This is an optimization exercise on Yosys and OpenROAD, whose aim is small area and a short achievable clock period, not a production implementation.
Function was checked by simulation only, so behaviour that the tests miss may differ from the original.
Power and IR drop assume default switching activity.

## red
Design ALU, start of the top module:
module ALU #(parameter Data_Width = 8) (
	input wire [Data_Width-1:0]     A, B,
	input wire [3:0]                ALU_FUN,
	input wire                      CLK, RST,
	input wire                      Enable,
	output reg [(2*Data_Width)-1:0] alu_out,
	output reg                      out_valid
);
	genvar i;
	wire       sub = ALU_FUN[0] | ALU_FUN[3];
	wire [7:0] bx  = B ^ {8{sub}};
	wire [7:0] as;
	wire fs1;
	wire fc2;
	alu_fa u_fa3 (.a(A[0]), .b(bx[0]), .c(sub), .s(fs1), .co(fc2));
	assign as[0] = fs1;
	wire fs4;
	wire fc5;
	alu_fa u_fa6 (.a(A[1]), .b(bx[1]), .c(fc2), .s(fs4), .co(fc5));
	assign as[1] = fs4;
	wire fs7;
	wire fc8;
	alu_fa u_fa9 (.a(A[2]), .b(bx[2]), .c(fc5), .s(fs7), .co(fc8));
	assign as[2] = fs7;
	wire fs10;
	wire fc11;
	alu_fa u_fa12 (.a(A[3]), .b(bx[3]), .c(fc8), .s(fs10), .co(fc11));
	assign as[3] = fs10;
	wire fs13;
	wire fc14;
  ...
Size: ~40 I/O pins, about 4100 sq um of cells after synthesis.
clock: 110.0 ns
lec_check: 0
cap_margin: 20
core_margin: 2
core_utilization: 65
place_density: 0.75
slew_margin: 20
synth_hierarchical: 1
synth_minimum_keep_size: 0
standard.sh (not shown) runs the stock make flow with config.mk's settings and CLKGATE_MAP_FILE= SYNTH_SCRIPT=/design/flow/synth_recipe.tcl, a recipe that flattens the netlist after the stock synthesis.
==> flow/flow/run.sh <==
#!/bin/bash
# Standard ORFS layout with three changes:
#  - after synthesis, every logic cell is swapped to the smallest cell of its family
#    (flow/downsize.tcl); registers keep the cells synthesis gave them
#  - the smallest buffer (buf_1) on every input and output port
#  - after placement, repair_timing with a setup margin (flow/repair.tcl) speeds up the
#    slowest paths again
set -euo pipefail
export RESULTS=$(pwd)/orfs/results/${FLOW_PLATFORM}/ALU/base
export MARGIN=$(cat flow/margin.txt)
bash standard.sh synth > standard_synth.log 2>&1
openroad -no_init -exit flow/downsize.tcl > downsize.log 2>&1
bash standard.sh BUFFER_PORTS_ARGS="-buffer_cell sky130_fd_sc_hd__buf_1" place > standard_place.log 2>&1
openroad -no_init -exit flow/repair.tcl > repair.log 2>&1
bash standard.sh BUFFER_PORTS_ARGS="-buffer_cell sky130_fd_sc_hd__buf_1" finish > standard_finish.log 2>&1
==> flow/flow/margin.txt <==
78
Other scripts of this flow, unchanged in this note and not shown: flow/flow/downsize.tcl, flow/flow/repair.tcl
Edits applied to the flow inputs when going from red to blue:
- CORE_UTILIZATION: 65 -> 40
- CTS_CLUSTER_SIZE: unset -> 30
- PLACE_DENSITY: 0.75 -> unset
- CTS_CLUSTER_DIAMETER: unset -> 500
==> comparison <==
Area growth from synthesis to final layout for blue is higher than for red.
Of blue and red, the higher placeable core region belongs to blue.
Looking only at area of placed instances, and setting everything else aside, the higher value of blue and red goes to blue.
Compared to red, blue has multi-input combinational area share 1.3 points lower.
In blue relative to red, fill cell total of the finished layout had gone up by more than 100%.
Run comparison: blue start point of the critical path B[5]; red start point of the critical path A[6]
From red to blue the numbers moved as follows: number of setup buffers added after CTS comparable; power now smaller; design area now larger; chip width now larger.
The longest individual stage delay on the worst path in blue sits 0.06 ns below the value recorded for red.
blue vs red on wire length: blue is the higher one.
--- input diff blue..green ---
- CTS_CLUSTER_DIAMETER removed (was 500)
- CTS_CLUSTER_SIZE removed (was 30)
==> flow/flow/margin.txt <==
79
## What came out
- Going from blue to green, total combinational power higher; critical path data arrival time lower; routed length on met1 roughly the same; routed wirelength normalized by instance count higher.
- Comparing blue against green, there is no change at all in deepest clock path buffer count.
- In the metrics for green and blue, the one carrying the lower power share of the combinational group is blue.
- Summary of the comparison: via total after detailed routing is higher in green, relative to blue.
- Cell area after technology mapping came out exactly the same in green and blue.
- Against blue, leakage dissipation in green rose slightly.
- Summary — final critical-path required period, green relative to blue: lower, by 0.91 ns.
- green has final hold slack above what blue had.

## re-timing with driven ports
The flow's constraints put no driver on any port. The routed layouts listed below were extracted and timed again, unchanged, in two steps.
Step 1 assumes that a clkbuf_16 drives the clock port and a buf_2 every other input.
Step 2 times the ports against the registers' clock, not the clock port: input delays grow and output delays shrink by t, the midpoint of the rising clock arrivals with the driver on.
a / b / c = ideal ports / drivers / drivers and shift; a / b = the first two.
| run | t, ns | slack for setup (ns) | worst register clock-pin slew, ns |
|---|---|---|---|
| red | 0.270 | 78.074 / 78.075 / 77.805 | 0.07 / 0.07 |
| blue | 0.282 | 78.184 / 78.192 / 77.909 | 0.07 / 0.07 |
| green | 0.281 | 79.090 / 79.083 / 78.801 | 0.07 / 0.07 |
After both steps setup and hold are still met in every run listed. The setup slack of green, which loses most, moves by -0.007 ns with the drivers and by -0.289 ns with both steps.
